From an optimization exercise on the open Yosys and OpenROAD flow, aimed at small area and a short achievable clock period; shortcuts taken in it are not production practice. The RTL was checked by simulation tests, not by an equivalence proof against the original design. Power is estimated from default activity; no workload was simulated.

==> zinc: inputs <==
Design cpu, start of the top module:
module cpu (
    input clk,
    input reset,
    output reg [31:0] iaddr,
    input [31:0] idata,
    output reg [31:0] daddr,
    input [31:0] drdata,
    output reg [31:0] dwdata,
    output reg [3:0] dwe,
    output [32*32-1:0] registers
);
Settings: LEC_CHECK=0, CAP_MARGIN=40, CORE_MARGIN=2, CORE_UTILIZATION=30, CTS_BUF_LIST=sky130_fd_sc_hd__clkbuf_8, CTS_CLUSTER_DIAMETER=50, CTS_CLUSTER_SIZE=16, PLACE_DENSITY=0.5, SETUP_SLACK_MARGIN=4.5, SLEW_MARGIN=20, SYNTH_HIERARCHICAL=1, TNS_END_PERCENT=10; clock period 12.0 ns.
standard.sh (not shown) runs the stock make flow with config.mk's settings and CLKGATE_MAP_FILE= SYNTH_SCRIPT=/design/flow/synth_recipe.tcl, a recipe that flattens the netlist after the stock synthesis.
==> flow/flow/run.sh <==
#!/bin/bash
# Standard ORFS layout (the standard.sh) with four changes: the port
# buffers use the smallest buffer cell, global routing reserves more of
# met1/met2 (flow/fastroute.tcl) so that detailed routing converges sooner,
# clock tree synthesis adds no dummy loads, and timing repair may resize
# cells to other footprints at every stage (the platform allows that only
# after global routing).
set -euo pipefail
HERE=$(pwd)
bash standard.sh BUFFER_PORTS_ARGS="-buffer_cell sky130_fd_sc_hd__buf_1" \
    FASTROUTE_TCL="$HERE/flow/fastroute.tcl" \
    CTS_ARGS="-sink_clustering_enable -repair_clock_nets -dont_use_dummy_load -buf_list sky130_fd_sc_hd__clkbuf_8 -sink_clustering_size 16 -sink_clustering_max_diameter 50" \
    MATCH_CELL_FOOTPRINT=0 \
    finish > make_finish.log 2>&1
==> flow/flow/fastroute.tcl <==
# Global routing resources: leave more of met1 and met2 free than the
# platform default, so that more wiring goes to the upper layers.
set_global_routing_layer_adjustment met1 0.5
set_global_routing_layer_adjustment met2 0.3
set_global_routing_layer_adjustment met3-$::env(MAX_ROUTING_LAYER) 0.15

set_routing_layers -clock $::env(MIN_CLK_ROUTING_LAYER)-$::env(MAX_ROUTING_LAYER)
set_routing_layers -signal $::env(MIN_ROUTING_LAYER)-$::env(MAX_ROUTING_LAYER)
==> quartz: changes against zinc <==
--- a/flow/design.v
+++ b/flow/design.v
@@ -35,34 +35,30 @@
     wire writes_rd = ~(is_store | is_branch);
     wire [31:0] imm_i = {{20{idata[31]}}, idata[31:20]};
     wire [31:0] imm_s = {{20{idata[31]}}, idata[31:25], idata[11:7]};
     wire [31:0] imm_b = {{20{idata[31]}}, idata[7], idata[30:25], idata[11:8], 1'b0};
     wire [31:0] imm_u = {idata[31:12], 12'b0};
     wire [31:0] imm_j = {{12{idata[31]}}, idata[19:12], idata[20], idata[30:21], 1'b0};
     wire [31:0] rs1, rs2;
-    wire [31:1] sa0, sb0, sa1, sb1, sa2, sb2, sa3, sb3;  
+    wire [31:1] sa0, sb0, sa1, sb1;  
     wire [7:0]  ra_hi_n, rb_hi_n;
     wire [3:0]  ra_lo_n, rb_lo_n;
     rf_predecode u_pa (.r(ra), .hi_n(ra_hi_n), .lo_n(ra_lo_n));
     rf_predecode u_pb (.r(rb), .hi_n(rb_hi_n), .lo_n(rb_lo_n));
     generate
         for (r = 1; r < 32; r = r + 1) begin : g_sel
             g_nor2 u_sa0 (.a(ra_hi_n[r >> 2]), .b(ra_lo_n[r & 3]), .y(sa0[r]));
             g_nor2 u_sb0 (.a(rb_hi_n[r >> 2]), .b(rb_lo_n[r & 3]), .y(sb0[r]));
-            g_nor2_c1 u_sa1 (.a(ra_hi_n[r >> 2]), .b(ra_lo_n[r & 3]), .y(sa1[r]));
-            g_nor2_c1 u_sb1 (.a(rb_hi_n[r >> 2]), .b(rb_lo_n[r & 3]), .y(sb1[r]));
-            g_nor2_c2 u_sa2 (.a(ra_hi_n[r >> 2]), .b(ra_lo_n[r & 3]), .y(sa2[r]));
-            g_nor2_c2 u_sb2 (.a(rb_hi_n[r >> 2]), .b(rb_lo_n[r & 3]), .y(sb2[r]));
-            g_nor2_c3 u_sa3 (.a(ra_hi_n[r >> 2]), .b(ra_lo_n[r & 3]), .y(sa3[r]));
-            g_nor2_c3 u_sb3 (.a(rb_hi_n[r >> 2]), .b(rb_lo_n[r & 3]), .y(sb3[r]));
+            g_nor2_hi u_sa1 (.a(ra_hi_n[r >> 2]), .b(ra_lo_n[r & 3]), .y(sa1[r]));
+            g_nor2_hi u_sb1 (.a(rb_hi_n[r >> 2]), .b(rb_lo_n[r & 3]), .y(sb1[r]));
         end
         for (r = 0; r < 32; r = r + 1) begin : g_rd
             wire [31:1] col;
-            wire [31:1] sa = (r < 8) ? sa0 : (r < 16) ? sa1 : (r < 24) ? sa2 : sa3;
-            wire [31:1] sb = (r < 8) ? sb0 : (r < 16) ? sb1 : (r < 24) ? sb2 : sb3;
+            wire [31:1] sa = (r < 16) ? sa0 : sa1;
+            wire [31:1] sb = (r < 16) ? sb0 : sb1;
             for (c = 1; c < 32; c = c + 1) begin : g_col
                 assign col[c] = x[c][r];
             end
             wire [3:0] oa, ob;
             wire [1:0] ma, mb;
             for (c = 0; c < 3; c = c + 1) begin : g_oct
                 rf_read_oct u_a (.d(col[8*c+8:8*c+1]), .s(sa[8*c+8:8*c+1]), .y(oa[c]));
@@ -249,35 +245,32 @@
 endmodule
 module add_imm12 (
     input  [31:0] a,
     input  [11:0] imm,
     output [31:0] s
 );
     wire [11:0] p, c;
-    wire        c12b;
     bit_xor #(12) u_p (.a(a[11:0]), .b(imm), .y(p));
-    carry_sk12 u_c (.a(a[11:0]), .b(imm), .c(c), .c_top_b(c12b));
+    carry_sk12 u_c (.a(a[11:0]), .b(imm), .c(c));
     bit_xor #(12) u_s (.a(p), .b({c[10:0], 1'b0}), .y(s[11:0]));
-    add_imm12_hi u_hi (.h(a[31:12]), .sgn(imm[11]), .c12(c[11]), .c12b(c12b), .s(s[31:12]));
+    add_imm12_hi u_hi (.h(a[31:12]), .sgn(imm[11]), .c12(c[11]), .s(s[31:12]));
 endmodule
 module add_imm12_hi (
     input  [19:0] h,
     input         sgn,
     input         c12,
-    input         c12b,      
     output [19:0] s
 );
     wire [19:0] ones, zeros;     
     pfx_and20 u_o (.x(h), .y(ones));
     pfx_nor20 u_z (.x(h), .y(zeros));
     wire [19:0] hi_c0_n, hi_c1_n;
     bit_xnor #(20) u_x0 (.a(h), .b(zeros & {20{sgn}}), .y(hi_c0_n));
     bit_xnor #(20) u_x1 (.a(h), .b(ones & {20{~sgn}}), .y(hi_c1_n));
-    bit_muxi #(10) u_m0 (.a(hi_c0_n[9:0]), .b(hi_c1_n[9:0]), .s(c12), .y(s[9:0]));
-    bit_muxi #(10) u_m1 (.a(hi_c0_n[19:10]), .b(hi_c1_n[19:10]), .s(c12b), .y(s[19:10]));
+    bit_muxi #(20) u_m (.a(hi_c0_n), .b(hi_c1_n), .s(c12), .y(s));
 endmodule
 module late_sel (
     input  c_n,
     input  sel,
     input  inv,
     input  e,
     output y
@@ -387,16 +380,15 @@
         end
     endgenerate
     assign c = gl[9];
 endmodule
 module carry_sk12 (
     input  [11:0] a,
     input  [11:0] b,
-    output [11:0] c,
-    output        c_top_b    
+    output [11:0] c
 );
     wire g0_0, t0_0;
     g_nand2 u_g0_0 (.a(a[0]), .b(b[0]), .y(g0_0));
     g_nor2  u_t0_0 (.a(a[0]), .b(b[0]), .y(t0_0));
     wire g0_1, t0_1;
     g_nand2 u_g0_1 (.a(a[1]), .b(b[1]), .y(g0_1));
     g_nor2  u_t0_1 (.a(a[1]), .b(b[1]), .y(t0_1));
@@ -489,28 +481,25 @@
     g_oai21 u_g4_8 (.a1(t0_8), .a2(n_g3_7), .b1(g0_8), .y(g4_8));
     wire g4_9, t4_9;
     g_aoi21 u_g4_9 (.a1(t1_9), .a2(g3_7), .b1(g1_9), .y(g4_9));
     wire g4_10, t4_10;
     g_aoi21 u_g4_10 (.a1(t2_10), .a2(g3_7), .b1(g2_10), .y(g4_10));
     wire g4_11, t4_11;
     g_oai21 u_g4_11 (.a1(t2_11), .a2(n_g3_7), .b1(g2_11), .y(g4_11));
-    wire g4_11_b;
-    g_oai21_c u_g4_11_b (.a1(t2_11), .a2(n_g3_7), .b1(g2_11), .y(g4_11_b));
     wire n_g4_10;
     g_inv   u_n_g4_10 (.a(g4_10), .y(n_g4_10));
     wire n_g4_9;
     g_inv   u_n_g4_9 (.a(g4_9), .y(n_g4_9));
     wire n_g3_6;
     g_inv   u_n_g3_6 (.a(g3_6), .y(n_g3_6));
     wire n_g3_5;
     g_inv   u_n_g3_5 (.a(g3_5), .y(n_g3_5));
     wire n_g0_0;
     g_inv   u_n_g0_0 (.a(g0_0), .y(n_g0_0));
     assign c = {g4_11, n_g4_10, n_g4_9, g4_8, g3_7, n_g3_6, n_g3_5, g3_4, n_g2_3, g2_2, g1_1, n_g0_0};
-    assign c_top_b = g4_11_b;
 endmodule
 module carry_sk32 (
     input  [31:0] a,
     input  [31:0] b,
     input         cin,
     output [31:0] c
 );
@@ -1340,16 +1329,12 @@
     wire n_a2_2;
     g_inv   u_n_a2_2 (.a(a2_2), .y(n_a2_2));
     assign y = {n_a5_28, a5_27, n_a5_26, n_a5_25, a5_24, a5_23, n_a5_22, n_a5_21, a5_20, n_a5_19, a5_18, a5_17, n_a5_16, a4_15, n_a4_14, n_a4_13, a4_12, n_a4_11, a4_10, a4_9, n_a4_8, n_a3_7, a3_6, a3_5, n_a3_4, a2_3, n_a2_2, n_a1_1, x[0], 1'b1};
 endmodule
 module g_inv   (input a, output y);                    assign y = ~a;                    endmodule
 module g_nand2 (input a, input b, output y);           assign y = ~(a & b);              endmodule
 module g_nor2  (input a, input b, output y);           assign y = ~(a | b);              endmodule
-module g_nor2_c1 (input a, input b, output y);         assign y = ~(a | b);              endmodule
-module g_nor2_c2 (input a, input b, output y);         assign y = ~(a | b);              endmodule
-module g_nor2_c3 (input a, input b, output y);         assign y = ~(a | b);              endmodule
+module g_nor2_hi (input a, input b, output y);         assign y = ~(a | b);              endmodule
 module g_nand3 (input a, input b, input c, output y);  assign y = ~(a & b & c);          endmodule
 module g_aoi21 (input a1, input a2, input b1, output y); assign y = ~((a1 & a2) | b1);  endmodule
 module g_oai21 (input a1, input a2, input b1, output y); assign y = ~((a1 | a2) & b1);  endmodule
 module g_maj3n (input a, input b, input c, output y);  assign y = ~((a & b) | (c & (a | b))); endmodule
-module g_aoi21_c (input a1, input a2, input b1, output y); assign y = ~((a1 & a2) | b1); endmodule
-module g_oai21_c (input a1, input a2, input b1, output y); assign y = ~((a1 | a2) & b1); endmodule
==> summary of the runs <==
- zinc finished clean. quartz completed without violations.
- Against quartz, the design area of zinc is higher by 1.1%.
- Between zinc and quartz, the lower worst setup slack is in quartz (gap 0.053 ns).
- Of zinc and quartz, quartz has the higher first-iteration DRC count (gap 14%, measured against quartz).
- Of quartz and zinc, zinc has the higher count of clock-buffer cells in the layout (gap 10).
- Against zinc, the combinational power of quartz is smaller by about 4%.
- Between zinc and quartz, the lower maximum frequency is in quartz (gap about 0.64%, measured against quartz).
- In quartz the register-to-register slack is lower than in zinc, by 0.08 ns.
- Of zinc and quartz, quartz has the higher critical path depth (gap 2).
==> figures <==
	quartz	zinc
Run status	timing/DRC/antenna clean	timing/DRC/antenna clean
Final cycle utilization of the critical path	69.05%	68.61%
Sequential fraction of total cell area	29.42%	29.09%
Combinational power	1.72 mW	1.79 mW
Worst reg2reg path depth	20	16
Internal Dissipation	4.878 mW	4.932 mW
Met2 Use GR	64.48%	66.07%
Routed length on met3	70.23 mm	71.08 mm
Plain + repair buffers	1651	1573
Vias in the first global route	63753	63543
Max-slew headroom	38.40%	36.61%
WHS	0.5243 ns	0.5267 ns
Lkg Pwr	25.88 nW	25.88 nW
Avg Cell Area, Syn	9.063 sq um	8.954 sq um
Maximum operating frequency	120.7 MHz	121.5 MHz
Worst Setup Slack, final	3.714 ns	3.767 ns
Antenna diode instance count	9	3
WHS Endpoint	g_rf[29].q[3]	g_rf[13].q[23]

## re-timing with driven ports
How much do the figures lean on ideal ports? The routed layouts below were timed once more, with nothing changed but the port constraints.
Step 1, drivers: a clkbuf_16 drives clk and a buf_2 each remaining input, both assumed.
Step 2 adds t to the input delays and takes it off the output delays; t is the mean of the earliest and latest rising clock arrival at the registers after step 1. Input paths then give back, and output paths get back, about the clock's delay inside the block.
Slacks: no drivers / after step 1 / after step 2; pairs: no drivers / after step 1.
run	t, ns	setup WS [ns]	worst setup path at the end
zinc	1.059	3.767 / 3.676 / 3.439	input to register
quartz	1.018	3.714 / 3.659 / 3.373	input to register
After both steps setup and hold are still met in every run listed. For quartz, which loses most, drivers alone change the setup slack by -0.055 ns; drivers and shift together by -0.341 ns.
